Source: an optimization exercise on an open RTL-to-GDS flow (aim: small area). Production flows keep margins and buffers that such runs may drop.
The RTL was checked by simulation tests, not by an equivalence proof against the original design.
Power is estimated from default activity; no workload was simulated.

## design/flow/config.mk

```make
export PLATFORM = sky130hd
export DESIGN_NAME = klotski
export DESIGN_NICKNAME = klotski
export VERILOG_FILES = /design/flow/design.v
export SDC_FILE = /design/flow/constraint.sdc
export NUM_CORES = 4
export LEC_CHECK = 0
export ABC_AREA = 1
export CAP_MARGIN = 0
export CORE_MARGIN = 2
export CORE_UTILIZATION = 60
export SLEW_MARGIN = 0
```

## design/flow/constraint.sdc

```tcl
create_clock -name core_clock -period 15.0 [get_ports {clk}]
set_input_delay 3.0000 -clock core_clock [delete_from_list [all_inputs] [get_ports {clk}]]
set_output_delay 3.0000 -clock core_clock [all_outputs]
set_load 0.01 [all_outputs]
```

## design/flow/design.v

```verilog
module MUX2T1_5(input S, input [4:0] D0, input [4:0] D1, output [4:0] Dout);
    assign Dout = S ? D1 : D0;
endmodule
module init_rom(input [2:0] mode, input [4:0] a, output reg [4:0] d);
    always @(*) begin
        case ({mode, a})
            8'd0: d = 5'd7;
            8'd1: d = 5'd1;
            8'd2: d = 5'd2;
            8'd3: d = 5'd9;
            8'd4: d = 5'd8;
            8'd5: d = 5'd3;
            8'd6: d = 5'd4;
            8'd7: d = 5'd10;
            8'd8: d = 5'd11;
            8'd9: d = 5'd5;
            8'd10: d = 5'd6;
            8'd11: d = 5'd13;
            8'd12: d = 5'd12;
            8'd13: d = 5'd15;
            8'd14: d = 5'd15;
            8'd15: d = 5'd14;
            8'd16: d = 5'd15;
            8'd17: d = 5'd0;
            8'd18: d = 5'd0;
            8'd19: d = 5'd15;
            8'd20: d = 5'd8;
            8'd21: d = 5'd3;
            8'd22: d = 5'd4;
            8'd23: d = 5'd10;
            8'd24: d = 5'd11;
            8'd25: d = 5'd5;
            8'd26: d = 5'd6;
            8'd27: d = 5'd13;
            8'd28: d = 5'd12;
            8'd29: d = 5'd15;
            8'd30: d = 5'd15;
            8'd31: d = 5'd14;
            8'd32: d = 5'd7;
            8'd33: d = 5'd1;
            8'd34: d = 5'd2;
            8'd35: d = 5'd9;
            8'd36: d = 5'd8;
            8'd37: d = 5'd3;
            8'd38: d = 5'd4;
            8'd39: d = 5'd10;
            8'd40: d = 5'd15;
            8'd41: d = 5'd5;
            8'd42: d = 5'd6;
            8'd43: d = 5'd15;
            8'd44: d = 5'd11;
            8'd45: d = 5'd15;
            8'd46: d = 5'd15;
            8'd47: d = 5'd13;
            8'd48: d = 5'd12;
            8'd49: d = 5'd0;
            8'd50: d = 5'd0;
            8'd51: d = 5'd14;
            8'd52: d = 5'd8;
            8'd53: d = 5'd3;
            8'd54: d = 5'd4;
            8'd55: d = 5'd10;
            8'd56: d = 5'd15;
            8'd57: d = 5'd5;
            8'd58: d = 5'd6;
            8'd59: d = 5'd15;
            8'd60: d = 5'd11;
            8'd61: d = 5'd15;
            8'd62: d = 5'd15;
            8'd63: d = 5'd13;
            8'd64: d = 5'd7;
            8'd65: d = 5'd1;
            8'd66: d = 5'd2;
            8'd67: d = 5'd9;
            8'd68: d = 5'd8;
            8'd69: d = 5'd3;
            8'd70: d = 5'd4;
            8'd71: d = 5'd10;
            8'd72: d = 5'd15;
            8'd73: d = 5'd15;
            8'd74: d = 5'd15;
            8'd75: d = 5'd15;
            8'd76: d = 5'd11;
            8'd77: d = 5'd5;
            8'd78: d = 5'd6;
            8'd79: d = 5'd13;
            8'd80: d = 5'd12;
            8'd81: d = 5'd0;
            8'd82: d = 5'd0;
            8'd83: d = 5'd14;
            8'd84: d = 5'd8;
            8'd85: d = 5'd3;
            8'd86: d = 5'd4;
            8'd87: d = 5'd10;
            8'd88: d = 5'd15;
            8'd89: d = 5'd15;
            8'd90: d = 5'd15;
            8'd91: d = 5'd15;
            8'd92: d = 5'd11;
            8'd93: d = 5'd5;
            8'd94: d = 5'd6;
            8'd95: d = 5'd13;
            8'd96: d = 5'd15;
            8'd97: d = 5'd1;
            8'd98: d = 5'd2;
            8'd99: d = 5'd15;
            8'd100: d = 5'd7;
            8'd101: d = 5'd3;
            8'd102: d = 5'd4;
            8'd103: d = 5'd9;
            8'd104: d = 5'd8;
            8'd105: d = 5'd5;
            8'd106: d = 5'd6;
            8'd107: d = 5'd10;
            8'd108: d = 5'd11;
            8'd109: d = 5'd15;
            8'd110: d = 5'd15;
            8'd111: d = 5'd13;
            8'd112: d = 5'd12;
            8'd113: d = 5'd0;
            8'd114: d = 5'd0;
            8'd115: d = 5'd14;
            8'd116: d = 5'd7;
            8'd117: d = 5'd3;
            8'd118: d = 5'd4;
            8'd119: d = 5'd9;
            8'd120: d = 5'd8;
            8'd121: d = 5'd5;
            8'd122: d = 5'd6;
            8'd123: d = 5'd10;
            8'd124: d = 5'd11;
            8'd125: d = 5'd15;
            8'd126: d = 5'd15;
            8'd127: d = 5'd13;
            8'd128: d = 5'd1;
            8'd129: d = 5'd2;
            8'd130: d = 5'd7;
            8'd131: d = 5'd9;
            8'd132: d = 5'd3;
            8'd133: d = 5'd4;
            8'd134: d = 5'd8;
            8'd135: d = 5'd10;
            8'd136: d = 5'd5;
            8'd137: d = 5'd6;
            8'd138: d = 5'd15;
            8'd139: d = 5'd15;
            8'd140: d = 5'd11;
            8'd141: d = 5'd13;
            8'd142: d = 5'd15;
            8'd143: d = 5'd15;
            8'd144: d = 5'd12;
            8'd145: d = 5'd14;
            8'd146: d = 5'd0;
            8'd147: d = 5'd0;
            8'd148: d = 5'd3;
            8'd149: d = 5'd4;
            8'd150: d = 5'd8;
            8'd151: d = 5'd10;
            8'd152: d = 5'd5;
            8'd153: d = 5'd6;
            8'd154: d = 5'd15;
            8'd155: d = 5'd15;
            8'd156: d = 5'd11;
            8'd157: d = 5'd13;
            8'd158: d = 5'd15;
            8'd159: d = 5'd15;
            8'd160: d = 5'd7;
            8'd161: d = 5'd1;
            8'd162: d = 5'd2;
            8'd163: d = 5'd9;
            8'd164: d = 5'd8;
            8'd165: d = 5'd3;
            8'd166: d = 5'd4;
            8'd167: d = 5'd10;
            8'd168: d = 5'd0;
            8'd169: d = 5'd11;
            8'd170: d = 5'd13;
            8'd171: d = 5'd0;
            8'd172: d = 5'd15;
            8'd173: d = 5'd12;
            8'd174: d = 5'd14;
            8'd175: d = 5'd15;
            8'd176: d = 5'd15;
            8'd177: d = 5'd5;
            8'd178: d = 5'd6;
            8'd179: d = 5'd15;
            8'd180: d = 5'd8;
            8'd181: d = 5'd3;
            8'd182: d = 5'd4;
            8'd183: d = 5'd10;
            8'd184: d = 5'd0;
            8'd185: d = 5'd11;
            8'd186: d = 5'd13;
            8'd187: d = 5'd0;
            8'd188: d = 5'd15;
            8'd189: d = 5'd12;
            8'd190: d = 5'd14;
            8'd191: d = 5'd15;
            8'd192: d = 5'd0;
            8'd193: d = 5'd0;
            8'd194: d = 5'd0;
            8'd195: d = 5'd0;
            8'd196: d = 5'd0;
            8'd197: d = 5'd0;
            8'd198: d = 5'd0;
            8'd199: d = 5'd0;
            8'd200: d = 5'd0;
            8'd201: d = 5'd0;
            8'd202: d = 5'd0;
            8'd203: d = 5'd0;
            8'd204: d = 5'd0;
            8'd205: d = 5'd0;
            8'd206: d = 5'd0;
            8'd207: d = 5'd0;
            8'd208: d = 5'd0;
            8'd209: d = 5'd0;
            8'd210: d = 5'd0;
            8'd211: d = 5'd0;
            8'd212: d = 5'd0;
            8'd213: d = 5'd0;
            8'd214: d = 5'd0;
            8'd215: d = 5'd0;
            8'd216: d = 5'd0;
            8'd217: d = 5'd0;
            8'd218: d = 5'd0;
            8'd219: d = 5'd0;
            8'd220: d = 5'd0;
            8'd221: d = 5'd0;
            8'd222: d = 5'd0;
            8'd223: d = 5'd0;
            8'd224: d = 5'd0;
            8'd225: d = 5'd0;
            8'd226: d = 5'd0;
            8'd227: d = 5'd0;
            8'd228: d = 5'd0;
            8'd229: d = 5'd0;
            8'd230: d = 5'd0;
            8'd231: d = 5'd0;
            8'd232: d = 5'd0;
            8'd233: d = 5'd0;
            8'd234: d = 5'd0;
            8'd235: d = 5'd0;
            8'd236: d = 5'd0;
            8'd237: d = 5'd0;
            8'd238: d = 5'd0;
            8'd239: d = 5'd0;
            8'd240: d = 5'd0;
            8'd241: d = 5'd0;
            8'd242: d = 5'd0;
            8'd243: d = 5'd0;
            8'd244: d = 5'd0;
            8'd245: d = 5'd0;
            8'd246: d = 5'd0;
            8'd247: d = 5'd0;
            8'd248: d = 5'd0;
            8'd249: d = 5'd0;
            8'd250: d = 5'd0;
            8'd251: d = 5'd0;
            8'd252: d = 5'd0;
            8'd253: d = 5'd0;
            8'd254: d = 5'd0;
            8'd255: d = 5'd0;
            default: d = 5'd0;
        endcase
    end
endmodule
module board_ram(
    input            clk,
    input            clr,
    input            we,
    input      [4:0] a,
    input      [4:0] d,
    output     [4:0] spo
);
    wire [3:0] hi = 4'd1 << a[4:3];
    wire [7:0] lo = 8'd1 << a[2:0];
    wire [3:0] hiw = (hi & {4{we}}) | {4{clr}};
    wire [7:0] low = lo | {8{clr}};
    wire [4:0] wd  = d & {5{~clr}};
    reg  [159:0] q;
    integer i, j, k;
    always @(posedge clk)
        for (i = 0; i < 32; i = i + 1)
            if (hiw[i / 8] & low[i % 8]) q[i*5 +: 5] <= wd;
    reg [4:0] g, r;
    always @(*) begin
        r = 5'd0;
        for (j = 0; j < 4; j = j + 1) begin
            g = 5'd0;
            for (k = 0; k < 8; k = k + 1) g = g | (q[(8*j+k)*5 +: 5] & {5{lo[k]}});
            r = r | (g & {5{hi[j]}});
        end
    end
    assign spo = r;
endmodule
module control(
    input             clk,
    input             rst,
    input       [2:0] mode,
    input       [9:0] col,
    input       [8:0] row,
    input      [11:0] Din,
    input             test,
    input       [4:0] testnum,
    input       [4:0] testnum2,
    input       [4:0] keyCode,
    input             keyReady,
    input       [4:0] RAMData,    
    input       [4:0] locout,     
    output reg [11:0] Dout,
    output reg        DisplayMux,
    output     [15:0] DisplaySerial,
    output            rdn_o,
    output      [4:0] RAMaddr,    
    output reg  [4:0] SyncAddr,
    output reg  [4:0] RAMwrite,
    output reg  [4:0] RAMaddr2,
    output reg  [4:0] locin,
    output reg  [2:0] ROMmux2,
    output            RAMMux_o,   
    output            RAMMux2_o,  
    output            RAMMux3_o,  
    output            RAMaddrEN_o,
    output            RAMaddrEN2_o,
    output     [12:0] ROMaddr
);
    localparam [4:0] IDLE = 5'd31;
    reg         Reseting;   
    reg         first;      
    reg  [3:0]  state;
    reg  [1:0]  dir;        
    reg  [4:0]  step;       
    reg  [11:0] counter;
    reg         judge, wasReady, rdn;
    reg         RAMMux, RAMMux2, RAMaddrEN2;
    wire moving   = (step != IDLE);
    assign rdn_o        = rdn;
    assign RAMMux_o     = RAMMux;
    assign RAMMux2_o    = RAMMux2;
    assign RAMMux3_o    = RAMMux & RAMaddrEN2;
    assign RAMaddrEN_o  = RAMMux & (RAMMux2 | RAMaddrEN2);
    assign RAMaddrEN2_o = RAMaddrEN2;
    assign DisplaySerial = {state, counter};
    wire [4:0] L = locout;
    reg  [4:0] off;
    reg        blocked;
    always @(*) begin
        case (dir)
            2'd0: begin off = 5'd28; blocked = (L[4:2] == 3'd0); end
            2'd1: begin off = 5'd4;  blocked = (L[4:2] == 3'd4); end
            2'd2: begin off = 5'd31; blocked = (L[1:0] == 2'd0); end
            default: begin off = 5'd1; blocked = (L[1:0] == 2'd3); end
        endcase
    end
    wire [4:0] Lo    = L + off;
    wire       empty = (RAMData == 5'd0);
    function [4:0] first_cell(input [1:0] d, input [3:0] s);
        begin
            case (s)
                4'd0: first_cell = (d == 2'd1) ? 5'd3 : (d == 2'd3) ? 5'd2 : 5'd1;
                4'd1: first_cell = (d == 2'd3) ? 5'd6 : 5'd5;
                4'd2, 4'd3, 4'd4, 4'd5:
                      first_cell = {s[2:0], 1'b0} + ((d == 2'd1) ? 5'd4 : 5'd3);
                default: first_cell = {1'b0, s} + 5'd9;
            endcase
        end
    endfunction
    reg       a2_set;
    reg [4:0] a2_val;
    always @(*) begin
        a2_set = 1'b0; a2_val = 5'd0;
        case (dir)
            2'd0: case (state)
                4'd0: begin a2_set = 1'b1; a2_val = 5'd2; end
                4'd1: begin a2_set = 1'b1; a2_val = 5'd6; end
                default: ;
            endcase
            2'd1: case (state)
                4'd0: begin a2_set = 1'b1; a2_val = 5'd4; end
                4'd1: begin a2_set = 1'b1; a2_val = 5'd6; end
                default: ;
            endcase
            default: case (state)
                4'd0: begin a2_set = 1'b1; a2_val = dir[0] ? 5'd4 : 5'd3; end
                4'd2, 4'd3, 4'd4, 4'd5: begin a2_set = 1'b1; a2_val = {state[2:0], 1'b0} + 5'd4; end
                default: ;
            endcase
        endcase
    end
    reg       w_lo, w_aset, w_j10;
    reg [4:0] w_val, w_a;
    always @(*) begin
        w_lo = 1'b0; w_aset = 1'b0; w_j10 = 1'b0; w_val = 5'd0; w_a = 5'd0;
        case (step)
        5'd4: begin
            w_aset = 1'b1;
            case (state)
                4'd0: case (dir)
                        2'd0: begin w_val = 5'd4; w_a = 5'd1; end
                        2'd1: begin w_val = 5'd2; w_a = 5'd3; end
                        2'd2: begin w_val = 5'd4; w_a = 5'd1; end
                        default: begin w_val = 5'd3; w_a = 5'd2; end
                      endcase
                4'd1: case (dir)
                        2'd2: begin w_val = 5'd6; w_a = 5'd6; end
                        2'd3: begin w_val = 5'd5; w_a = 5'd5; end
                        default: begin w_val = 5'd0; w_a = 5'd5; end
                      endcase
                4'd2, 4'd3, 4'd4, 4'd5: begin
                        w_a = {state[2:0], 1'b0} + ((dir == 2'd0) ? 5'd4 : 5'd3);
                        w_val = dir[1] ? 5'd0 : w_a;
                      end
                default: begin w_val = 5'd0; w_a = {1'b0, state} + 5'd9; end
            endcase
        end
        5'd5: begin
            if (state >= 4'd6) begin
                w_lo = 1'b1; w_j10 = 1'b1; w_val = {1'b0, state} + 5'd9;
            end else begin
                w_aset = 1'b1;
                case (state)
                    4'd0: case (dir)
                            2'd0: begin w_val = 5'd3; w_a = 5'd4; end
                            2'd1: begin w_val = 5'd1; w_a = 5'd2; end
                            2'd2: begin w_val = 5'd2; w_a = 5'd4; end
                            default: begin w_val = 5'd1; w_a = 5'd3; end
                          endcase
                    4'd1: w_a = (dir == 2'd2) ? 5'd5 : 5'd6;
                    default: w_a = {state[2:0], 1'b0} + ((dir == 2'd0) ? 5'd3 : 5'd4);
                endcase
            end
        end
        5'd6: begin
            case (state)
                4'd0: begin w_aset = 1'b1; w_a = (dir == 2'd0) ? 5'd3 : (dir == 2'd2) ? 5'd2 : 5'd1; end
                4'd1: begin
                        w_lo = 1'b1;
                        if (dir[1]) begin w_j10 = 1'b1; w_val = dir[0] ? 5'd6 : 5'd5; end
                        else begin w_aset = 1'b1; w_val = 5'd6; w_a = 5'd5; end
                      end
                default: begin
                        w_lo = 1'b1;
                        w_val = {state[2:0], 1'b0} + ((dir == 2'd0) ? 5'd3 : 5'd4);
                        if (dir[1]) begin w_aset = 1'b1; w_a = {state[2:0], 1'b0} + 5'd3; end
                        else w_j10 = 1'b1;
                      end
            endcase
        end
        5'd7: begin
            case (state)
                4'd0: begin w_aset = 1'b1; w_a = (dir == 2'd0) ? 5'd2 : (dir == 2'd2) ? 5'd3 : 5'd4; end
                4'd1: begin w_lo = 1'b1; w_j10 = 1'b1; w_val = 5'd5; end
                default: begin w_lo = 1'b1; w_j10 = 1'b1; w_val = {state[2:0], 1'b0} + 5'd3; end
            endcase
        end
        5'd8: begin
            w_lo = 1'b1; w_aset = 1'b1;
            case (dir)
                2'd0: begin w_val = 5'd2; w_a = 5'd1; end
                2'd1: begin w_val = 5'd4; w_a = 5'd3; end
                2'd2: begin w_val = 5'd3; w_a = 5'd1; end
                default: begin w_val = 5'd4; w_a = 5'd2; end
            endcase
        end
        default: begin  
            w_lo = 1'b1;
            case (dir)
                2'd0: w_val = 5'd1;
                2'd1: w_val = 5'd3;
                2'd2: w_val = 5'd1;
                default: w_val = 5'd2;
            endcase
        end
        endcase
    end
    wire inboard = !test && col < 10'd496 && col > 10'd143 && row < 9'd460 && row > 9'd19;
    wire [1:0] y = !inboard ? 2'd0 : (col < 10'd232) ? 2'd0 : (col < 10'd320) ? 2'd1 : (col < 10'd408) ? 2'd2 : 2'd3;
    wire [2:0] x = !inboard ? 3'd0 : (row < 9'd108) ? 3'd0 : (row < 9'd196) ? 3'd1 : (row < 9'd284) ? 3'd2 : (row < 9'd372) ? 3'd3 : 3'd4;
    assign RAMaddr = {x, y};
    wire m = (col[8:0] < 9'd144);
    wire k = (row < 9'd20);
    reg [9:0] C;
    always @(*) begin
        case ({x, y})
            5'd0:    C = {k, 2'b00, m, 6'd0} + 10'd786;
            default: C = 10'd786 + {x, 3'b000} * 10'd7 - {8'd0, y} * 10'd11;
        endcase
    end
    wire [9:0] rsum = {4'd0, col[8:3]} + {1'b0, row} + {row, 1'b0} + {row[6:0], 3'b000} + C;
    assign ROMaddr = {rsum, col[2:0]};
    reg status;
    always @(*) begin
        case (state)
            4'd0: status = (RAMData == 5'd1 || RAMData == 5'd2 || RAMData == 5'd3 || RAMData == 5'd4);
            4'd1, 4'd2, 4'd3, 4'd4, 4'd5:
                  status = (RAMData == {state, 1'b0} + 5'd3) || (RAMData == {state, 1'b0} + 5'd4);
            4'd6, 4'd7, 4'd8, 4'd9:
                  status = (RAMData == {1'b0, state} + 5'd9);
            default: status = 1'b0;
        endcase
        Dout = inboard ? (Din ^ {12{status}}) : 12'd0;
    end
    always @(posedge clk) begin
        if (!test) begin
            if (rst) begin
                Reseting <= 1'b1;
                first <= 1'b1;
                RAMMux <= 1'b1; RAMMux2 <= 1'b0; RAMaddrEN2 <= 1'b1;
                ROMmux2 <= mode;
                SyncAddr <= 5'd0;
                locin <= 5'd0;
                counter <= 12'd0;
                judge <= 1'b0;
                DisplayMux <= 1'b0;
                state <= 4'd6;
                dir <= 2'd0;
                step <= IDLE;
                wasReady <= 1'b0;
                rdn <= 1'b0;
                RAMaddr2 <= 5'd0;
                RAMwrite <= 5'd0;
            end else if (Reseting) begin
                first <= 1'b0;
                SyncAddr <= locin + {4'd0, ~first};
                locin <= locin + {4'd0, ~first};
                if (!first && locin == 5'd18) Reseting <= 1'b0;
            end else begin
                if (!judge) begin
                    RAMMux <= 1'b0; RAMMux2 <= 1'b0; RAMaddrEN2 <= 1'b0;
                    if (RAMaddr == 5'd17) judge <= 1'b1;
                end else begin
                    DisplayMux <= (RAMData == 5'd3);
                    judge <= 1'b0;
                end
                wasReady <= keyReady;
                rdn <= 1'b0;
                if (moving) begin
                    RAMMux  <= (step >= 5'd1 && step <= 5'd9);
                    RAMMux2 <= (step >= 5'd4 && step <= 5'd9);
                    RAMaddrEN2 <= (step == 5'd11 || step == 5'd13 || step == 5'd15 ||
                                   (step == 5'd17 && state == 4'd0));
                    step <= step + 5'd1;
                    case (step)
                        5'd0: RAMaddr2 <= first_cell(dir, state);
                        5'd1, 5'd3: begin
                            if (blocked) step <= IDLE;
                            else SyncAddr <= Lo;
                        end
                        5'd2: begin
                            if (!empty) step <= IDLE;
                            else if (a2_set) RAMaddr2 <= a2_val;
                        end
                        5'd4, 5'd5, 5'd6, 5'd7, 5'd8, 5'd9: begin
                            if (step == 5'd4 && !empty) step <= IDLE;
                            else begin
                                SyncAddr <= w_lo ? Lo : L;
                                RAMwrite <= w_val;
                                if (w_aset) RAMaddr2 <= w_a;
                                if (w_j10) step <= 5'd10;
                            end
                        end
                        5'd10: RAMaddr2 <= first_cell(2'd0, state);
                        5'd11, 5'd13, 5'd15: locin <= Lo;
                        5'd12: begin
                            if (state >= 4'd6) step <= 5'd17;
                            else RAMaddr2 <= (state == 4'd0) ? 5'd2 : (state == 4'd1) ? 5'd6 : {state[2:0], 1'b0} + 5'd4;
                        end
                        5'd14: begin
                            if (state != 4'd0) step <= 5'd17;
                            else RAMaddr2 <= 5'd3;
                        end
                        5'd16: RAMaddr2 <= 5'd4;
                        default: begin  
                            if (state == 4'd0) locin <= Lo;
                            step <= IDLE;
                            counter <= counter + 12'd1;
                        end
                    endcase
                end else if (!wasReady && keyReady) begin
                    rdn <= 1'b1;
                    case (keyCode)
                        5'hc: state <= (state == 4'd0) ? 4'd9 : state - 4'd1;
                        5'he: state <= (state == 4'd9) ? 4'd0 : state + 4'd1;
                        5'h5: begin dir <= 2'd0; step <= 5'd0; end
                        5'hd: begin dir <= 2'd1; step <= 5'd0; end
                        5'h8: begin dir <= 2'd2; step <= 5'd0; end
                        5'ha: begin dir <= 2'd3; step <= 5'd0; end
                        default: ;
                    endcase
                end else begin
                    RAMMux <= 1'b0; RAMMux2 <= 1'b0; RAMaddrEN2 <= 1'b0;
                end
            end
        end else begin
            RAMMux <= 1'b1; RAMMux2 <= 1'b0; RAMaddrEN2 <= 1'b0;
            SyncAddr <= testnum;
            RAMaddr2 <= testnum2;
        end
    end
endmodule
module klotski(
    input         clk,
    input         rst,
    input  [2:0]  mode,
    input  [4:0]  keyCode,
    input         keyReady,
    input  [9:0]  col,
    input  [8:0]  row,
    input  [11:0] Din,
    input         test,
    input  [4:0]  testnum,
    input  [4:0]  testnum2,
    output [11:0] Dout,
    output [4:0]  ROMmux,
    output [12:0] ROMaddr,
    output        DisplayMux,
    output        rdn,
    output [15:0] DisplaySerial,
    output [4:0]  cur_q,
    output [4:0]  loc_q
);
    wire [4:0] RAMData, RAMaddr, SyncAddr, RAMwrite, locout, RAMaddr2, locin;
    wire       RAMaddrEN, RAMMux, RAMMux2, RAMaddrEN2, RAMMux3;
    wire [2:0] ROMmux2;
    wire [4:0] init_d, cur_a, cur_d, loc_a;
    control u_control(
        .clk(clk), .rst(rst), .mode(mode), .col(col), .row(row), .Din(Din),
        .test(test), .testnum(testnum), .testnum2(testnum2),
        .keyCode(keyCode), .keyReady(keyReady),
        .RAMData(RAMData), .locout(locout),
        .Dout(Dout), .DisplayMux(DisplayMux), .DisplaySerial(DisplaySerial), .rdn_o(rdn),
        .RAMaddr(RAMaddr), .SyncAddr(SyncAddr), .RAMwrite(RAMwrite), .RAMaddr2(RAMaddr2),
        .locin(locin), .ROMmux2(ROMmux2),
        .RAMMux_o(RAMMux), .RAMMux2_o(RAMMux2), .RAMMux3_o(RAMMux3),
        .RAMaddrEN_o(RAMaddrEN), .RAMaddrEN2_o(RAMaddrEN2),
        .ROMaddr(ROMaddr)
    );
    init_rom u_init(.mode(ROMmux2), .a(SyncAddr), .d(init_d));
    MUX2T1_5 u_mux_cur_a(.S(RAMMux),  .D0(RAMaddr),  .D1(SyncAddr), .Dout(cur_a));
    MUX2T1_5 u_mux_cur_d(.S(RAMMux2), .D0(init_d),   .D1(RAMwrite), .Dout(cur_d));
    MUX2T1_5 u_mux_loc_a(.S(RAMMux3), .D0(RAMaddr2), .D1(cur_d),    .Dout(loc_a));
    board_ram u_current (.clk(clk), .clr(rst), .we(RAMaddrEN),  .a(cur_a), .d(cur_d), .spo(RAMData));
    board_ram u_location(.clk(clk), .clr(rst), .we(RAMaddrEN2), .a(loc_a), .d(locin), .spo(locout));
    assign ROMmux = RAMData;
    assign cur_q  = RAMData;
    assign loc_q  = locout;
endmodule
```

## design/flow/flow/run.sh

```bash
#!/bin/bash
# Own layout flow: the standard synthesis, then the combinational logic
# re-mapped by ABC for area (flip-flops keep their cells and names), then
# the standard floorplan-to-finish flow on the re-mapped netlist, with
# the port buffers made of the smallest buffer cell.
set -euo pipefail
W=$(pwd)
RES=$W/orfs/results/${FLOW_PLATFORM}/klotski/base
LIB=$FLOW_HOME/platforms/${FLOW_PLATFORM}/lib/sky130_fd_sc_hd__tt_025C_1v80.lib

bash standard.sh synth > $W/synth.log 2>&1
cp $RES/1_2_yosys.v $W/standard_synth.v

# two ABC scripts; keep the smaller result
for s in amap deep; do
    REMAP_LIB=$LIB REMAP_IN=$W/standard_synth.v REMAP_TOP=$FLOW_TOP \
    REMAP_SCRIPT=$W/flow/$s.abc REMAP_STAT=$W/remap_$s.txt REMAP_OUT=$W/remapped_$s.v \
        yosys -c $W/flow/remap.tcl > $W/remap_$s.log 2>&1 &
done
wait
area() { awk '/Chip area/ {print $NF}' $1; }
best=amap
if awk -v a=$(area $W/remap_deep.txt) -v b=$(area $W/remap_amap.txt) 'BEGIN{exit !(a < b)}'; then best=deep; fi
echo "remap: amap $(area $W/remap_amap.txt) deep $(area $W/remap_deep.txt) -> $best" > $W/remap_choice.txt
cp $W/remapped_$best.v $RES/1_2_yosys.v
rm -f $RES/1_synth.odb $RES/1_synth.sdc
# clock tree: sink clustering as set in config.mk, without dummy balancing loads
export CTS_ARGS='-sink_clustering_enable -repair_clock_nets -sink_clustering_size 10 -sink_clustering_max_diameter 30 -dont_use_dummy_load -buf_list {sky130_fd_sc_hd__clkbuf_4 sky130_fd_sc_hd__clkbuf_8}'
BUFFER_PORTS_ARGS="-buffer_cell sky130_fd_sc_hd__buf_1" bash standard.sh finish > $W/layout.log 2>&1
```

## design/flow/flow/amap.abc

```
strash
dch -f
amap
strash
dch -f
amap
topo
```

## design/flow/flow/deep.abc

```
strash
&get -n
&deepsyn -T 150
&put
dch -f
amap
strash
dch -f
amap
topo
```

## design/flow/flow/remap.tcl

```tcl
# Re-map the combinational logic of the standard synthesis netlist for area.
# The flip-flops and tie cells keep their cell types and instance names.
yosys -import
set lib     $::env(REMAP_LIB)
set netlist $::env(REMAP_IN)
set top     $::env(REMAP_TOP)
set script  $::env(REMAP_SCRIPT)

# cells ABC must not use: the platform's don't-use cells (lpflow_*, probes)
set dont_use {}
set fh [open $lib r]
while {[gets $fh line] >= 0} {
    if {[regexp {^\s*cell\s*\(\s*"?(sky130_fd_sc_hd__(lpflow_|probe)[A-Za-z0-9_]*)"?\s*\)} $line -> name]} {
        lappend dont_use -dont_use $name
    }
}
close $fh

read_liberty -ignore_miss_func $lib
# sequential, tie and multi-output cells stay as they are
foreach c {sky130_fd_sc_hd__edfxtp_1 sky130_fd_sc_hd__dfxtp_1 sky130_fd_sc_hd__conb_1} {
    blackbox $c
}
read_verilog $netlist
hierarchy -top $top
flatten
hierarchy -top $top
# the wires flattening made for the old cells' pins get private names
yosys rename -hide w:_*_.*
opt_clean -purge
abc -liberty $lib -script $script {*}$dont_use
opt_clean -purge
read_liberty -lib -overwrite $lib
hilomap -singleton -hicell sky130_fd_sc_hd__conb_1 HI -locell sky130_fd_sc_hd__conb_1 LO
splitnets
opt_clean -purge
yosys rename -enumerate -pattern remap_%
insbuf -buf sky130_fd_sc_hd__buf_1 A X
check -assert
tee -o $::env(REMAP_STAT) stat -liberty $lib
write_verilog -noattr -nohex -nodec $::env(REMAP_OUT)
```

## design/flow/standard.sh

```bash
#!/bin/bash
# synth_recipe.tcl (not shown) runs the flow's synth.tcl, then flattens the netlist and writes it again
# the make line also repeats each setting of config.mk as NAME=value (left out here)
make -C /OpenROAD-flow-scripts/flow DESIGN_CONFIG=/design/flow/config.mk WORK_HOME=/design/flow/orfs CLKGATE_MAP_FILE= SYNTH_SCRIPT=/design/flow/synth_recipe.tcl "${@:-finish}"
```

==> reports/summary.txt, run 1 <==
IO Pins: 111
Via count: 14194
Crit path max-delay family: simple AND/OR/NAND/NOR gates
Fill count: 2084
DR vias/cell: 6.79
Detailed Route Iter0 Violations: 2384
Initial antenna violation count: 0
Synthesized area: 17300 um2
ANT nets after route: 0
Share of layout cells above drive strength 1: 0.0587
Overflow after GRT: 0
Startpoint Class: primary input
Worst min path class: reg -> reg
Worst hold start: u_control.counter[11]
N_diodes: 0
F_max: 76.2 MHz
Mean post-synth cell area: 11.4 um2
# rows: 62
Hold Fails Final Rpt: 0
Largest net degree at the start of global routing: 64
Final core utilization: 0.673
CP Capture Type: output port
CORE AREA: 28500 um2
Vias in the first global route: 13376
Postcts setup bufs: 0
Final worst path period need: 13.13 ns
CTS hold repair buffers: 0
Clock buffer depth: 3
Syn nets: 1576
Slowest stage cell, crit path: a31oi_1
RePlAce Congestion: 0.984
P&R area growth vs syn: 11.0%
WP data required: 12.00 ns
Synth warn: 3
Peak supply drop: 123 uV
Die extent in x: 174 um
Multi-input logic area: 5600 um2
Crit share post-route: 0.875
Crit. Startpoint: row[4]
Leak: 6.24 nW
First-pass GRT wire length: 74.6 mm
Drt wl/cell: 23.3 um
Critical path type: in -> out
Final setup viols: 0
Max-slew violation count: 0
PortBufs: 104
Post-CTS sizing: 0
CTS tree: yes
Sink Count: 375
Biggest cell delay along the critical path: 0.77 ns
Total Wirelength: 48.6 mm
Reg area: 11200 um2
Critical Path AT: 10.13 ns
R2r startpoint: u_control.SyncAddr[0]
TritonRoute pass-1 iters: 7
Die H: 174 um
Detailed-route DRC error count: 0
Worst Clk Skew: 0.117 ns
Gr usage total: 0.319
P per Cell Area: 129 nW/um2
RSZ-0062 raised after global routing: false
CP Max Fanout: 21
Worst-path clk slew: 0.04 ns
Clock root cell: clkbuf_8
H-tree depth: 2
Starting Density: 0.606
Slew @ Worst Pin: 1.33 ns
Crit-path most repeated cell: clkinv_1
Buf/Inv on CP: 7
Finished Layout Cells: 2089
MaxCap Viol Count: 0
Outcome: finished clean
Hpwl dp: 33.3 mm
CTS Buf Count: 60
Sum Neg Setup Slack: 0 ns
Total power: 0.00248 W
Post-Synthesis Cells: 1523
Die area: 30200 um2
Clk latency of the worst-skew pair: 0.64 ns
Inst Count DP: 2029
Max-slew headroom: 0.113
Nets: 1760
==> report_power, final <==
part           internal [W]  switching, W
Clock              0.000348      0.000337
Combinational      0.000139      0.000347
Sequential          0.00127     0.0000365
Total               0.00176      0.000721
==> area by class of cell <==
cell class | count | area share
Clock buffer | 60 | 0.0430
Inverter | 128 | 0.0250
Multi-Input combinational cell | 1010 | 0.291
Sequential cell | 375 | 0.584
Tap cell | 384 | 0.0250
Timing Repair Buffer | 132 | 0.0313
==> flip-flops by register name, indices dropped and copies added (netlist names) <==
signal                flops
u_current.q             160
u_location.q            160
u_control.counter        12
u_control.RAMaddr2        5
u_control.RAMwrite        5
u_control.SyncAddr        5
u_control.locin           5
u_control.step            5
u_control.state           4
u_control.ROMmux2         3
u_control.dir             2
u_control.DisplayMux      1
u_control.RAMMux          1
u_control.RAMMux2         1
u_control.RAMaddrEN2      1
u_control.Reseting        1
u_control.first           1
u_control.judge           1
u_control.rdn             1
u_control.wasReady        1
==> placed cells by master, fill, tap and decap left out, types with 16 or more instances in the layout <==
master    instances
edfxtp_1        372
nor2_1          301
clkinv_1        128
nand2_1         113
buf_1           103
o21ai_0          76
a21oi_1          68
clkbuf_8         60
a22oi_1          59
a222oi_1         59
a31oi_1          48
nor3_1           47
buf_4            28
o22ai_1          28
o31ai_1          19
a221oi_1         16
==> worst paths after layout <==
kind | endpoint | slack (ns) | cells after the start
hold reg to reg | u_control.counter[11] | 0.61 | 1
hold / removal | u_control.counter[11] | 0.61 | 1
setup / recovery | Dout[4] | 1.87 | 26
setup reg to reg | u_control.SyncAddr[2] | 6.70 | 27
==> through the flow <==
step | hold slack, ns | area, um2 | setup WS [ns]
final | 0.607 | 19200 | 1.87
after global routing | 0.661 | 19200 | 1.04
after CTS | 0.620 | 19200 | 2.16
after detailed placement | 0.611 | 18400 | 2.17
after global placement | 0.592 | 18400 | 2.59
after floorplan | 0.499 | 17300 | 3.20
==> routing by layer <==
metal  GRT usage  vias up  part of all wire
li1            -     6317                 -
met1       0.440     6704              0.39
met2       0.504     1012              0.46
met3      0.0614      161              0.11
met4       0.128        0             0.040
met5           0        -                 0
==> run 2, diff against run 1 <==
--- a/design/flow/design.v
+++ b/design/flow/design.v
@@ -356,10 +356,12 @@
     wire       empty = (RAMData == 5'd0);
-    function [4:0] first_cell(input [1:0] d, input [3:0] s);
+    localparam [1:0] BIG = 2'd0, HOR = 2'd1, VER = 2'd2, SMALL = 2'd3;
+    wire [1:0] cls = (state == 4'd0) ? BIG : (state == 4'd1) ? HOR :
+                     (state <= 4'd5) ? VER : SMALL;
+    function [4:0] piece_id(input [1:0] c, input [3:0] s, input [1:0] i);
         begin
-            case (s)
-                4'd0: first_cell = (d == 2'd1) ? 5'd3 : (d == 2'd3) ? 5'd2 : 5'd1;
-                4'd1: first_cell = (d == 2'd3) ? 5'd6 : 5'd5;
-                4'd2, 4'd3, 4'd4, 4'd5:
-                      first_cell = {s[2:0], 1'b0} + ((d == 2'd1) ? 5'd4 : 5'd3);
-                default: first_cell = {1'b0, s} + 5'd9;
+            case (c)
+                BIG:     piece_id = {3'd0, i} + 5'd1;
+                HOR:     piece_id = {4'd0, i[0]} + 5'd5;
+                VER:     piece_id = {s, 1'b0} + {4'd0, i[0]} + 5'd3;
+                default: piece_id = {1'b0, s} + 5'd9;
             endcase
@@ -367,48 +369,47 @@
     endfunction
-    reg       a2_set;
-    reg [4:0] a2_val;
+    reg       a_set, w_zero, w_lo, w_j10;
+    reg [1:0] a_idx, w_idx;
     always @(*) begin
-        a2_set = 1'b0; a2_val = 5'd0;
-        case (dir)
-            2'd0: case (state)
-                4'd0: begin a2_set = 1'b1; a2_val = 5'd2; end
-                4'd1: begin a2_set = 1'b1; a2_val = 5'd6; end
-                default: ;
-            endcase
-            2'd1: case (state)
-                4'd0: begin a2_set = 1'b1; a2_val = 5'd4; end
-                4'd1: begin a2_set = 1'b1; a2_val = 5'd6; end
-                default: ;
+        a_set = 1'b0; a_idx = 2'd0; w_zero = 1'b1; w_idx = 2'd0; w_lo = 1'b0; w_j10 = 1'b0;
+        case (step)
+        5'd0: begin
+            a_set = 1'b1;
+            case (cls)
+                BIG:     a_idx = (dir == 2'd1) ? 2'd2 : (dir == 2'd3) ? 2'd1 : 2'd0;
+                HOR:     a_idx = (dir == 2'd3) ? 2'd1 : 2'd0;
+                VER:     a_idx = (dir == 2'd1) ? 2'd1 : 2'd0;
+                default: a_idx = 2'd0;
             endcase
-            default: case (state)
-                4'd0: begin a2_set = 1'b1; a2_val = dir[0] ? 5'd4 : 5'd3; end
-                4'd2, 4'd3, 4'd4, 4'd5: begin a2_set = 1'b1; a2_val = {state[2:0], 1'b0} + 5'd4; end
+        end
+        5'd2: begin
+            case (cls)
+                BIG:     begin a_set = 1'b1; a_idx = (dir == 2'd0) ? 2'd1 : (dir == 2'd2) ? 2'd2 : 2'd3; end
+                HOR:     begin a_set = !dir[1]; a_idx = 2'd1; end
+                VER:     begin a_set = dir[1]; a_idx = 2'd1; end
                 default: ;
             endcase
-        endcase
-    end
-    reg       w_lo, w_aset, w_j10;
-    reg [4:0] w_val, w_a;
-    always @(*) begin
-        w_lo = 1'b0; w_aset = 1'b0; w_j10 = 1'b0; w_val = 5'd0; w_a = 5'd0;
-        case (step)
+        end
         5'd4: begin
-            w_aset = 1'b1;
-            case (state)
-                4'd0: case (dir)
-                        2'd0: begin w_val = 5'd4; w_a = 5'd1; end
-                        2'd1: begin w_val = 5'd2; w_a = 5'd3; end
-                        2'd2: begin w_val = 5'd4; w_a = 5'd1; end
-                        default: begin w_val = 5'd3; w_a = 5'd2; end
-                      endcase
-                4'd1: case (dir)
-                        2'd2: begin w_val = 5'd6; w_a = 5'd6; end
-                        2'd3: begin w_val = 5'd5; w_a = 5'd5; end
-                        default: begin w_val = 5'd0; w_a = 5'd5; end
-                      endcase
-                4'd2, 4'd3, 4'd4, 4'd5: begin
-                        w_a = {state[2:0], 1'b0} + ((dir == 2'd0) ? 5'd4 : 5'd3);
-                        w_val = dir[1] ? 5'd0 : w_a;
-                      end
-                default: begin w_val = 5'd0; w_a = {1'b0, state} + 5'd9; end
+            a_set = 1'b1;
+            case (cls)
+                BIG: begin
+                    w_zero = 1'b0;
+                    case (dir)
+                        2'd0: begin w_idx = 2'd3; a_idx = 2'd0; end
+                        2'd1: begin w_idx = 2'd1; a_idx = 2'd2; end
+                        2'd2: begin w_idx = 2'd3; a_idx = 2'd0; end
+                        default: begin w_idx = 2'd2; a_idx = 2'd1; end
+                    endcase
+                end
+                HOR: begin
+                    w_zero = !dir[1];
+                    w_idx = {1'b0, ~dir[0]};
+                    a_idx = {1'b0, dir == 2'd2};
+                end
+                VER: begin
+                    w_zero = dir[1];
+                    w_idx = {1'b0, dir == 2'd0};
+                    a_idx = {1'b0, dir == 2'd0};
+                end
+                default: ;
             endcase
@@ -416,15 +417,18 @@
         5'd5: begin
-            if (state >= 4'd6) begin
-                w_lo = 1'b1; w_j10 = 1'b1; w_val = {1'b0, state} + 5'd9;
+            if (cls == SMALL) begin
+                w_lo = 1'b1; w_j10 = 1'b1; w_zero = 1'b0;
             end else begin
-                w_aset = 1'b1;
-                case (state)
-                    4'd0: case (dir)
-                            2'd0: begin w_val = 5'd3; w_a = 5'd4; end
-                            2'd1: begin w_val = 5'd1; w_a = 5'd2; end
-                            2'd2: begin w_val = 5'd2; w_a = 5'd4; end
-                            default: begin w_val = 5'd1; w_a = 5'd3; end
-                          endcase
-                    4'd1: w_a = (dir == 2'd2) ? 5'd5 : 5'd6;
-                    default: w_a = {state[2:0], 1'b0} + ((dir == 2'd0) ? 5'd3 : 5'd4);
+                a_set = 1'b1;
+                case (cls)
+                    BIG: begin
+                        w_zero = 1'b0;
+                        case (dir)
+                            2'd0: begin w_idx = 2'd2; a_idx = 2'd3; end
+                            2'd1: begin w_idx = 2'd0; a_idx = 2'd1; end
+                            2'd2: begin w_idx = 2'd1; a_idx = 2'd3; end
+                            default: begin w_idx = 2'd0; a_idx = 2'd2; end
+                        endcase
+                    end
+                    HOR:     a_idx = {1'b0, dir != 2'd2};
+                    default: a_idx = {1'b0, dir != 2'd0};
                 endcase
@@ -433,15 +437,19 @@
         5'd6: begin
-            case (state)
-                4'd0: begin w_aset = 1'b1; w_a = (dir == 2'd0) ? 5'd3 : (dir == 2'd2) ? 5'd2 : 5'd1; end
-                4'd1: begin
-                        w_lo = 1'b1;
-                        if (dir[1]) begin w_j10 = 1'b1; w_val = dir[0] ? 5'd6 : 5'd5; end
-                        else begin w_aset = 1'b1; w_val = 5'd6; w_a = 5'd5; end
-                      end
+            case (cls)
+                BIG: begin
+                    a_set = 1'b1;
+                    a_idx = (dir == 2'd0) ? 2'd2 : (dir == 2'd2) ? 2'd1 : 2'd0;
+                end
+                HOR: begin
+                    w_lo = 1'b1; w_zero = 1'b0;
+                    w_idx = {1'b0, dir != 2'd2};
+                    if (dir[1]) w_j10 = 1'b1;
+                    else a_set = 1'b1;
+                end
                 default: begin
-                        w_lo = 1'b1;
-                        w_val = {state[2:0], 1'b0} + ((dir == 2'd0) ? 5'd3 : 5'd4);
-                        if (dir[1]) begin w_aset = 1'b1; w_a = {state[2:0], 1'b0} + 5'd3; end
-                        else w_j10 = 1'b1;
-                      end
+                    w_lo = 1'b1; w_zero = 1'b0;
+                    w_idx = {1'b0, dir != 2'd0};
+                    if (dir[1]) a_set = 1'b1;
+                    else w_j10 = 1'b1;
+                end
             endcase
@@ -449,28 +457,31 @@
         5'd7: begin
-            case (state)
-                4'd0: begin w_aset = 1'b1; w_a = (dir == 2'd0) ? 5'd2 : (dir == 2'd2) ? 5'd3 : 5'd4; end
-                4'd1: begin w_lo = 1'b1; w_j10 = 1'b1; w_val = 5'd5; end
-                default: begin w_lo = 1'b1; w_j10 = 1'b1; w_val = {state[2:0], 1'b0} + 5'd3; end
-            endcase
+            if (cls == BIG) begin
+                a_set = 1'b1;
+                a_idx = (dir == 2'd0) ? 2'd1 : (dir == 2'd2) ? 2'd2 : 2'd3;
+            end else begin
+                w_lo = 1'b1; w_zero = 1'b0; w_j10 = 1'b1;
+            end
         end
         5'd8: begin
-            w_lo = 1'b1; w_aset = 1'b1;
-            case (dir)
-                2'd0: begin w_val = 5'd2; w_a = 5'd1; end
-                2'd1: begin w_val = 5'd4; w_a = 5'd3; end
-                2'd2: begin w_val = 5'd3; w_a = 5'd1; end
-                default: begin w_val = 5'd4; w_a = 5'd2; end
-            endcase
-        end
-        default: begin  
-            w_lo = 1'b1;
+            w_lo = 1'b1; w_zero = 1'b0; a_set = 1'b1;
             case (dir)
-                2'd0: w_val = 5'd1;
-                2'd1: w_val = 5'd3;
-                2'd2: w_val = 5'd1;
-                default: w_val = 5'd2;
+                2'd0: begin w_idx = 2'd1; a_idx = 2'd0; end
+                2'd1: begin w_idx = 2'd3; a_idx = 2'd2; end
+                2'd2: begin w_idx = 2'd2; a_idx = 2'd0; end
+                default: begin w_idx = 2'd3; a_idx = 2'd1; end
             endcase
         end
+        5'd9: begin
+            w_lo = 1'b1; w_zero = 1'b0;
+            w_idx = (dir == 2'd1) ? 2'd2 : (dir == 2'd3) ? 2'd1 : 2'd0;
+        end
+        5'd10: a_set = 1'b1;
+        5'd12: begin a_set = (cls != SMALL); a_idx = 2'd1; end
+        5'd14: begin a_set = (cls == BIG); a_idx = 2'd2; end
+        5'd16: begin a_set = 1'b1; a_idx = 2'd3; end
+        default: ;
         endcase
     end
+    wire [4:0] a_id = piece_id(cls, state, a_idx);
+    wire [4:0] w_id = w_zero ? 5'd0 : piece_id(cls, state, w_idx);
     wire inboard = !test && col < 10'd496 && col > 10'd143 && row < 9'd460 && row > 9'd19;
@@ -490,11 +501,10 @@
     assign ROMaddr = {rsum, col[2:0]};
+    wire [4:0] rel = RAMData - piece_id(cls, state, 2'd0);
     reg status;
     always @(*) begin
-        case (state)
-            4'd0: status = (RAMData == 5'd1 || RAMData == 5'd2 || RAMData == 5'd3 || RAMData == 5'd4);
-            4'd1, 4'd2, 4'd3, 4'd4, 4'd5:
-                  status = (RAMData == {state, 1'b0} + 5'd3) || (RAMData == {state, 1'b0} + 5'd4);
-            4'd6, 4'd7, 4'd8, 4'd9:
-                  status = (RAMData == {1'b0, state} + 5'd9);
-            default: status = 1'b0;
+        case (cls)
+            BIG:     status = (rel[4:2] == 3'd0);
+            HOR:     status = (rel[4:1] == 4'd0);
+            VER:     status = (rel[4:1] == 4'd0);
+            default: status = (rel == 5'd0);
         endcase
@@ -543,3 +553,2 @@
                     case (step)
-                        5'd0: RAMaddr2 <= first_cell(dir, state);
                         5'd1, 5'd3: begin
@@ -550,3 +559,3 @@
                             if (!empty) step <= IDLE;
-                            else if (a2_set) RAMaddr2 <= a2_val;
+                            else if (a_set) RAMaddr2 <= a_id;
                         end
@@ -556,4 +565,4 @@
                                 SyncAddr <= w_lo ? Lo : L;
-                                RAMwrite <= w_val;
-                                if (w_aset) RAMaddr2 <= w_a;
+                                RAMwrite <= w_id;
+                                if (a_set) RAMaddr2 <= a_id;
                                 if (w_j10) step <= 5'd10;
@@ -561,14 +570,8 @@
                         end
-                        5'd10: RAMaddr2 <= first_cell(2'd0, state);
                         5'd11, 5'd13, 5'd15: locin <= Lo;
-                        5'd12: begin
-                            if (state >= 4'd6) step <= 5'd17;
-                            else RAMaddr2 <= (state == 4'd0) ? 5'd2 : (state == 4'd1) ? 5'd6 : {state[2:0], 1'b0} + 5'd4;
-                        end
-                        5'd14: begin
-                            if (state != 4'd0) step <= 5'd17;
-                            else RAMaddr2 <= 5'd3;
+                        5'd12, 5'd14: begin
+                            if (a_set) RAMaddr2 <= a_id;
+                            else step <= 5'd17;
                         end
-                        5'd16: RAMaddr2 <= 5'd4;
-                        default: begin  
+                        5'd17: begin
                             if (state == 4'd0) locin <= Lo;
@@ -577,2 +580,3 @@
                         end
+                        default: if (a_set) RAMaddr2 <= a_id;  
                     endcase
--- a/design/flow/flow/run.sh
+++ b/design/flow/flow/run.sh
@@ -27,3 +27,3 @@
 # clock tree: sink clustering as set in config.mk, without dummy balancing loads
-export CTS_ARGS='-sink_clustering_enable -repair_clock_nets -sink_clustering_size 10 -sink_clustering_max_diameter 30 -dont_use_dummy_load -buf_list {sky130_fd_sc_hd__clkbuf_4 sky130_fd_sc_hd__clkbuf_8}'
+export CTS_ARGS='-sink_clustering_enable -repair_clock_nets -sink_clustering_size 16 -sink_clustering_max_diameter 40 -dont_use_dummy_load -buf_list {sky130_fd_sc_hd__clkbuf_8}'
 BUFFER_PORTS_ARGS="-buffer_cell sky130_fd_sc_hd__buf_1" bash standard.sh finish > $W/layout.log 2>&1
==> design/flow/flow/amap.abc (replaced) <==
strash
dch -f
amap
strash
dch -f
amap
strash
dch -f
amap
strash
dch -f
amap
strash
dch -f
amap
strash
dch -f
amap
topo
==> design/flow/flow/deep.abc (replaced) <==
strash
&get -n
&deepsyn -T 150
&put
dch -f
amap
strash
dch -f
amap
strash
dch -f
amap
strash
dch -f
amap
strash
dch -f
amap
topo
--- a/design/flow/config.mk
+++ b/design/flow/config.mk
@@ -10,3 +10,3 @@
 export CORE_MARGIN = 2
-export CORE_UTILIZATION = 60
+export CORE_UTILIZATION = 70
 export SLEW_MARGIN = 0
==> run 2 against run 1 <==
Against the previous run:
- clock skew down 0.014 ns
- sequential share of layout area up 2.0 points
- register-to-register slack better by 0.40 ns
- utilization up 9.7 points
- cell count down 5.9%
- power down 7.2%
- wire length down 4.0%
- critical path type unchanged
- largest cell class unchanged
- highest routed layer unchanged
==> reports/summary.txt, run 2 <==
Reg area: 11200 um2
Die area: 25500 um2
Final core utilization: 0.770
CTS Buf Count: 39
Initial antenna violation count: 0
Most frequent cells in the layout: edfxtp_1, nor2_1, clkinv_1
TritonRoute pass-1 iters: 12
CTS tree: yes
Max-slew violation count: 0
Share of layout cells above drive strength 1: 0.0505
Final setup viols: 0
Final instance area: 18600 um2
Multi-input logic area: 5350 um2
Clock root cell: clkbuf_8
Detailed Route Iter0 Violations: 2508
Detailed-route DRC error count: 0
H-tree depth: 2
RePlAce Congestion: 0.970
Clk latency of the worst-skew pair: 0.59 ns
CORE AREA: 24100 um2
Final worst path period need: 12.70 ns
P per Cell Area: 124 nW/um2
Worst Clk Skew: 0.103 ns
Post-CTS sizing: 0
Worst-path clk slew: 0.07 ns
Die extent in x: 160 um
Mean post-synth cell area: 11.5 um2
Clock buffer depth: 3
Cell Area, Placed: 18000 um2
Overflow after GRT: 0
CP Capture Type: output port
MaxCap Viol Count: 0
F_max: 78.7 MHz
Worst min path class: reg -> reg
Via count: 13892
IO Pins: 111
Startpoint Class: primary input
Inst Count DP: 1927
WP data required: 12.00 ns
Slew @ Worst Pin: 1.33 ns
Nets: 1697
PnR worst setup slack: 2.30 ns
Gr usage total: 0.363
CP Max Fanout: 24
Critical path type: in -> out
Finished Layout Cells: 1966
P&R area growth vs syn: 9.24%
Critical Path AT: 9.70 ns
Dpl ws: 2.58 ns
Die H: 160 um
Max-slew headroom: 0.113
Crit share post-route: 0.847
DR vias/cell: 7.07
Hpwl dp: 31.3 mm
Synthesized area: 17000 um2
Post-Synthesis Cells: 1478
# rows: 57
Syn nets: 1531
Sum Neg Setup Slack: 0 ns
Sink Count: 375
Leak: 6.04 nW
Postcts setup bufs: 0
Total Wirelength: 46.7 mm
N_diodes: 0
RSZ-0062 raised after global routing: false
Fill count: 1491
PortBufs: 104
Leading cell type in the layout, fill and taps excluded: edfxtp_1
Hold Fails Final Rpt: 0
First-pass GRT wire length: 71.8 mm
CTS hold repair buffers: 0
Starting Density: 0.705
Peak supply drop: 125 uV
Largest net degree at the start of global routing: 59
Synth warn: 3
Outcome: finished clean
Vias in the first global route: 12837
Largest registers: u_current.q: 160 flops, u_location.q: 160 flops, u_control.counter: 12 flops
ANT nets after route: 0
Drt wl/cell: 23.7 um
run 2: power by group:
group          internal, W  leakage, nW  total, W  switching [W]
logic             0.000133         2.11  0.000462       0.000329
registers          0.00126         3.65   0.00130      0.0000377
clock network     0.000231        0.280  0.000542       0.000311
total              0.00162         6.04   0.00230       0.000677
run 2: layout make-up:
type                    instances  area share
multi-input cells             981       0.288
well taps                     324      0.0218
inverters                     112      0.0226
clock buffers                  39      0.0289
flip-flops and latches        375       0.605
repair buffers                135      0.0336
run 2: metrics by stage:
step	total power, W	hold WS [ns]
2_1_floorplan	0.00158	0.504
3_3_place_gp	0.00174	0.593
3_5_place_dp	0.00176	0.618
4_1_cts	0.00228	0.630
5_1_grt	0.00238	0.642
6_report	0.00230	0.626
run 2: per-layer routing:
| metal | global-route usage | vias up | share of wire |
|---|---|---|---|
| met5 | 0 | - | 0 |
| met2 | 0.568 | 1245 | 0.45 |
| li1 | - | 6081 | - |
| met4 | 0.131 | 0 | 0.039 |
| met3 | 0.0852 | 181 | 0.14 |
| met1 | 0.507 | 6385 | 0.36 |
run 2: final timing paths:
path,slack (ns),to,cells past startpoint,startpoint
max,2.30,Dout[2],24,row[4]
min,0.63,u_control.counter[0],1,u_control.counter[0]
max reg2reg,7.10,u_control.step[1],28,u_control.SyncAddr[0]
min reg2reg,0.63,u_control.counter[0],1,u_control.counter[0]
run 2: worst max-delay path: stages:
cell,delay [ns]
buf_1,0.29
clkinv_1,0.23
nor2_1,0.21
or3_1,0.17
o311ai_2,0.10
buf_4,0.22
a21oi_1,0.30
o21ai_0,0.19
nor2_1,0.38
o22ai_1,0.25
clkinv_1,0.15
nor2_1,0.06
buf_4,0.22
a222oi_1,0.44
a31oi_1,0.15
nor4_1,0.94
clkinv_1,0.36
nor3_1,0.31
xnor2_1,0.15
o221ai_1,0.14
nor3_2,0.95
nor2_1,0.09
a211oi_1,0.22
buf_1,0.17
==> run 3, diff against run 2 <==
--- a/design/flow/flow/run.sh
+++ b/design/flow/flow/run.sh
@@ -27,3 +27,3 @@
 # clock tree: sink clustering as set in config.mk, without dummy balancing loads
-export CTS_ARGS='-sink_clustering_enable -repair_clock_nets -sink_clustering_size 16 -sink_clustering_max_diameter 40 -dont_use_dummy_load -buf_list {sky130_fd_sc_hd__clkbuf_8}'
+export CTS_ARGS='-sink_clustering_enable -repair_clock_nets -sink_clustering_size 20 -sink_clustering_max_diameter 45 -dont_use_dummy_load -buf_list {sky130_fd_sc_hd__clkbuf_8}'
 BUFFER_PORTS_ARGS="-buffer_cell sky130_fd_sc_hd__buf_1" bash standard.sh finish > $W/layout.log 2>&1
==> run 3 against run 2 <==
Against the previous run:
- global-route usage about the same
- cell count decreased by 0.25%
- non-clock buffer count unchanged
- still clean on timing, DRC and antenna
- register-to-register slack improved by 0.05 ns
- sequential power about the same
- cell area decreased by 0.37%
- clock skew increased by 0.00096 ns
- synthesized cell count unchanged
- largest power group unchanged
- count of clock-buffer cells in the layout decreased by 5
- clock power decreased by 5.9%
==> reports/summary.txt, run 3 <==
RSZ-0062 raised after global routing: false
CP Capture Type: output port
Critical path type: in -> out
N_diodes: 0
P&R area growth vs syn: 8.83%
Clk latency of the worst-skew pair: 0.59 ns
Leak: 6.01 nW
Worst min path class: reg -> reg
Mean post-synth cell area: 11.5 um2
ANT nets after route: 0
WP data required: 12.00 ns
Worst Clk Skew: 0.104 ns
Reg area: 11200 um2
Routed length on met3: 6.60 mm
Syn nets: 1531
DR vias/cell: 7.00
P per Cell Area: 123 nW/um2
Sink Count: 375
Slew @ Worst Pin: 1.36 ns
Synthesized area: 17000 um2
Multi-input logic area: 5350 um2
Crit share post-route: 0.847
IO Pins: 111
R2r startpoint: u_control.SyncAddr[0]
Clock root cell: clkbuf_8
Worst hold start: u_control.counter[0]
F_max: 78.7 MHz
Startpoint Class: primary input
Detailed-route DRC error count: 0
Fill count: 1484
Via count: 13735
CTS hold repair buffers: 0
Final worst path period need: 12.70 ns
DR WL met2: 21.0 mm
Synth warn: 3
Hpwl dp: 31.3 mm
CTS Buf Count: 34
MaxCap Viol Count: 0
Post-CTS sizing: 0
Starting Density: 0.705
Drt wl/cell: 23.7 um
RePlAce Congestion: 0.970
Post-Synthesis Cells: 1478
PortBufs: 104
Post-Route M1 WL: 17.2 mm
Crit. Startpoint: row[4]
Hold endpoint: u_control.counter[0]
Overflow after GRT: 0
CORE AREA: 24100 um2
Nets: 1692
Die extent in x: 160 um
Setup slack, reg-to-reg: 7.15 ns
Outcome: finished clean
Max-slew headroom: 0.0891
Worst reg2reg path depth: 28
Most frequent cells in the layout: edfxtp_1, nor2_1, clkinv_1
H-tree depth: 2
Peak supply drop: 105 uV
Gr usage total: 0.363
Postcts setup bufs: 0
Dpl ws: 2.58 ns
Share of layout cells above drive strength 1: 0.0476
TritonRoute pass-1 iters: 12
Critical Path AT: 9.70 ns
PnR worst setup slack: 2.30 ns
Total Wirelength: 46.4 mm
Initial antenna violation count: 0
Clock buffer depth: 3
Leading cell type in the layout, fill and taps excluded: edfxtp_1
Largest registers: u_current.q: 160 flops, u_location.q: 160 flops, u_control.counter: 12 flops
RR Endpoint: u_control.step[1]
Vias in the first global route: 12793
Die H: 160 um
Worst-path clk slew: 0.08 ns
CP Max Fanout: 24
Worst Hold Depth: 1
# rows: 57
Final setup viols: 0
Detailed Route Iter0 Violations: 2379
Sum Neg Setup Slack: 0 ns
Largest net degree at the start of global routing: 59
Max-slew violation count: 0
First-pass GRT wire length: 71.6 mm
CTS tree: yes
Highest metal used: met4
Hold Fails Final Rpt: 0
Die area: 25500 um2
[run 3: cell types whose count changed in the layout (fill, tap and decap cells not counted), sizes merged]
| cell | change |
|---|---|
| clkbuf | -5 |
[run 3: routing by layer]
layer | up-vias | global-route usage
met1 | 6293 | 0.510
li1 | 6078 | -
met5 | - | 0
met2 | 1193 | 0.563
met3 | 171 | 0.0891
met4 | 0 | 0.129
[run 3: through the flow]
step           total power, W  hold WS (ns)  utilization  area, um2  instances
6_report              0.00227         0.626        0.768      18500       1961
3_5_place_dp          0.00176         0.618        0.748      18000       1927
5_1_grt               0.00234         0.644        0.768      18500       1961
2_1_floorplan         0.00158         0.504            -      17000       1478
3_3_place_gp          0.00174         0.593        0.748      18000       1927
4_1_cts               0.00225         0.632        0.767      18500       1961
[run 3: final cells by class]
class / instances / share of cell area
tap: 324 / 0.0219
timing repair buffer: 135 / 0.0337
inverter: 112 / 0.0227
clock buffer: 34 / 0.0253
sequential: 375 / 0.607
multi-input combinational: 981 / 0.289
[run 3: worst max-delay path: stages]
cell and delay, ns:
buf_1 0.30, clkinv_1 0.22, nor2_1 0.21, or3_1 0.17, o311ai_2 0.10, buf_4 0.22
a21oi_1 0.30, o21ai_0 0.19, nor2_1 0.38, o22ai_1 0.26, clkinv_1 0.15, nor2_1 0.05
buf_4 0.21, a222oi_1 0.45, a31oi_1 0.22, nor4_1 0.89, clkinv_1 0.34, nor3_1 0.30
xnor2_1 0.15, o221ai_1 0.14, nor3_2 0.95, nor2_1 0.09, a211oi_1 0.22, buf_1 0.17
[run 3: report_power, final]
part	internal [W]	switching (W)	leakage (nW)	total, W
Combinational	0.000133	0.000328	2.11	0.000461
Sequential	0.00126	0.0000374	3.65	0.00130
Clock	0.000203	0.000307	0.244	0.000510
Total	0.00160	0.000673	6.01	0.00227
[run 3: worst max-delay path by stage]
stage,endpoint,slack [ns],depth (start not counted)
5_1_grt,Dout[2],1.67,25
3_5_place_dp,Dout[2],2.58,25
4_1_cts,Dout[6],2.54,24
6_report,Dout[2],2.30,24
3_3_place_gp,Dout[10],2.96,25
2_1_floorplan,Dout[0],2.02,22
==> run 4, diff against run 3 <==
--- a/design/flow/flow/run.sh
+++ b/design/flow/flow/run.sh
@@ -13,6 +13,12 @@
 
-# two ABC scripts; keep the smaller result
-for s in amap deep; do
+# ABC scripts: plain area mapping, and deep AIG synthesis (four random
+# seeds) followed by area mapping; keep the smallest result
+for s in amap deep0 deep1 deep2 deep3; do
+    if [[ $s == deep* ]]; then
+        sed "s/&deepsyn -T 150/\&deepsyn -T 150 -S ${s#deep}/" $W/flow/deep.abc > $W/$s.abc
+    else
+        cp $W/flow/$s.abc $W/$s.abc
+    fi
     REMAP_LIB=$LIB REMAP_IN=$W/standard_synth.v REMAP_TOP=$FLOW_TOP \
-    REMAP_SCRIPT=$W/flow/$s.abc REMAP_STAT=$W/remap_$s.txt REMAP_OUT=$W/remapped_$s.v \
+    REMAP_SCRIPT=$W/$s.abc REMAP_STAT=$W/remap_$s.txt REMAP_OUT=$W/remapped_$s.v \
         yosys -c $W/flow/remap.tcl > $W/remap_$s.log 2>&1 &
@@ -20,6 +26,9 @@
 wait
-area() { awk '/Chip area/ {print $NF}' $1; }
+area() { awk '/Chip area/ {print $NF; f = 1} END {if (!f) print 1e99}' $1 2>/dev/null || echo 1e99; }
 best=amap
-if awk -v a=$(area $W/remap_deep.txt) -v b=$(area $W/remap_amap.txt) 'BEGIN{exit !(a < b)}'; then best=deep; fi
-echo "remap: amap $(area $W/remap_amap.txt) deep $(area $W/remap_deep.txt) -> $best" > $W/remap_choice.txt
+for s in deep0 deep1 deep2 deep3; do
+    if awk -v a=$(area $W/remap_$s.txt) -v b=$(area $W/remap_$best.txt) 'BEGIN{exit !(a < b)}'; then best=$s; fi
+done
+for s in amap deep0 deep1 deep2 deep3; do echo "remap $s: $(area $W/remap_$s.txt)"; done > $W/remap_choice.txt
+echo "chosen: $best" >> $W/remap_choice.txt
 cp $W/remapped_$best.v $RES/1_2_yosys.v
==> run 4 against run 3 <==
Against the previous run:
- first-iteration DRC count increased by 19%
- hold slack worse by 0.012 ns
- clock power down 7.5%
- clock skew rose by 0.025 ns
- utilization increased by 0.83 points
- global-route usage fell by 0.92 points
- worst setup slack got worse by 0.46 ns
- highest routed layer unchanged
- flip-flop and latch count is the same
- critical path type unchanged
- register-to-register slack hardly changed
- combinational power down 2%
- sequential power about the same
- still clean on timing, DRC and antenna
- count of clock-buffer cells in the layout shrank 4
- critical endpoint is now Dout[7]
==> reports/summary.txt, run 4 <==
Initial antenna violation count: 1
Nets: 1694
Postcts setup bufs: 0
Crit share post-route: 0.877
# rows: 56
Final worst path period need: 13.16 ns
Finished Layout Cells: 1959
Drt wl/cell: 23.2 um
Via count: 13814
Final core utilization: 0.776
CP Capture Type: output port
Critical Path AT: 10.16 ns
Total Wirelength: 45.4 mm
Startpoint Class: primary input
CORE AREA: 23600 um2
Outcome: finished clean
IO Pins: 111
Clk latency of the worst-skew pair: 0.66 ns
Slowest stage cell, crit path: nor4_1
CTS tree: yes
Peak supply drop: 160 uV
Sink Count: 375
RSZ-0062 raised after global routing: false
TritonRoute pass-1 iters: 10
Synth warn: 3
Dpl ws: 2.04 ns
WP data required: 12.00 ns
CTS hold repair buffers: 0
Share of layout cells above drive strength 1: 0.0378
Syn nets: 1547
Worst min path class: reg -> reg
Clock buffer depth: 3
Leading cell type in the layout, fill and taps excluded: edfxtp_1
Die extent in x: 160 um
Gr usage total: 0.354
Setup slack, reg-to-reg: 7.16 ns
Hpwl dp: 30.7 mm
Die H: 160 um
ANT nets after route: 0
First-pass GRT wire length: 70.6 mm
H-tree depth: 1
Most frequent cells in the layout: edfxtp_1, nor2_1, clkinv_1
PnR worst setup slack: 1.84 ns
Sum Neg Setup Slack: 0 ns
Largest net degree at the start of global routing: 70
DR vias/cell: 7.05
Final setup viols: 0
Max-slew headroom: 0.0901
Biggest cell delay along the critical path: 0.87 ns
Vias in the first global route: 12754
Max-slew violation count: 0
Synthesized area: 17000 um2
Die area: 25500 um2
Critical path type: in -> out
Post-CTS sizing: 0
CTS Buf Count: 30
Detailed-route DRC error count: 0
Worst-path clk slew: 0.06 ns
Clock root cell: clkbuf_8
WHS: 0.614 ns
CP Max Fanout: 21
P&R area growth vs syn: 7.96%
PortBufs: 104
Worst Clk Skew: 0.128 ns
Buf/Inv on CP: 7
Crit-path most repeated cell: a21oi_1
Mean post-synth cell area: 11.4 um2
Detailed Route Iter0 Violations: 2838
Hold Fails Final Rpt: 0
F_max: 76.0 MHz
MaxCap Viol Count: 0
Post-Synthesis Cells: 1494
Inst Count DP: 1928
Starting Density: 0.719
Overflow after GRT: 0
RePlAce Congestion: 0.950
P per Cell Area: 121 nW/um2
Leak: 6.04 nW
Slew @ Worst Pin: 1.36 ns
Largest registers: u_current.q: 160 flops, u_location.q: 160 flops, u_control.counter: 12 flops
Crit path max-delay family: simple AND/OR/NAND/NOR gates
## run 4: cell types whose count changed in the layout (fill, tap and decap cells not counted), moves of 5 or more
cell | previous run | this run
a2111oi_0 | 11 | 6
a211oi_1 | 21 | 8
a21oi_1 | 98 | 91
a221oi_1 | 7 | 22
a22oi_1 | 52 | 38
buf_4 | 31 | 21
clkinv_1 | 112 | 119
nand2_1 | 97 | 110
nand3_1 | 8 | 17
nor2_1 | 319 | 328
nor2b_1 | 3 | 9
nor3_1 | 43 | 49
o21a_1 | 19 | 5
o21ai_0 | 71 | 80
## run 4: area by class of cell
type | count | area [um2]
fill | 1441 | 5290
antenna | 1 | 2.50
inverter | 119 | 447
timing repair buffer | 125 | 549
multi-input combinational | 990 | 5280
tap | 319 | 399
sequential | 375 | 11200
clock buffer | 30 | 413
## run 4: worst paths after layout
path | endpoint | cells past startpoint | from
min reg2reg | u_control.counter[11] | 1 | u_control.counter[11]
min | u_control.counter[11] | 1 | u_control.counter[11]
max | Dout[7] | 29 | row[3]
max reg2reg | u_control.step[3] | 33 | u_control.SyncAddr[1]
## run 4: power breakdown
group	internal, W	switching [W]
logic	0.000125	0.000326
registers	0.00126	0.0000362
clock network	0.000177	0.000294
total	0.00156	0.000657
## run 4: through the flow
| stage | power (W) | area, um2 |
|---|---|---|
| 3_3_place_gp | 0.00174 | 17900 |
| 4_1_cts | 0.00220 | 18300 |
| 3_5_place_dp | 0.00175 | 17900 |
| 6_report | 0.00222 | 18300 |
| 2_1_floorplan | 0.00158 | 17000 |
| 5_1_grt | 0.00229 | 18300 |
## run 4: per-layer routing
layer	track usage	up-vias	share of wire
li1	-	6053	-
met4	0.148	0	0.044
met2	0.541	1257	0.45
met3	0.0688	188	0.15
met5	0	-	0
met1	0.507	6316	0.36

re-timing with driven ports:
The results above use ideal ports. As a check the final layouts listed here were re-extracted and re-timed, cells and wires unchanged. Step 1 (the two cells are an assumption about what drives the block):
set clk [get_ports {clk}]
set_driving_cell -lib_cell sky130_fd_sc_hd__clkbuf_16 $clk
set_driving_cell -lib_cell sky130_fd_sc_hd__buf_2 [delete_from_list [all_inputs] $clk]
Step 2, shift: input delay + t, output delay - t, t = (earliest + latest rising clock arrival at the registers) / 2. This alone moves slack from input paths to output paths. Three values: ideal, step 1, step 2; two values: the first two.
| run | t (ns) | setup slack, ns | clock arrival spread, ns | slew at the worst register clock pin (ns) |
|---|---|---|---|---|
| run 1 | 0.631 | 1.874 / 1.851 / 1.851 | 0.117 / 0.117 | 0.07 / 0.07 |
| run 2 | 0.577 | 2.300 / 2.274 / 2.274 | 0.108 / 0.108 | 0.10 / 0.10 |
| run 3 | 0.578 | 2.299 / 2.273 / 2.273 | 0.114 / 0.113 | 0.11 / 0.11 |
| run 4 | 0.644 | 1.838 / 1.816 / 1.816 | 0.129 / 0.128 | 0.11 / 0.11 |
After both steps setup and hold are still met in every run listed.
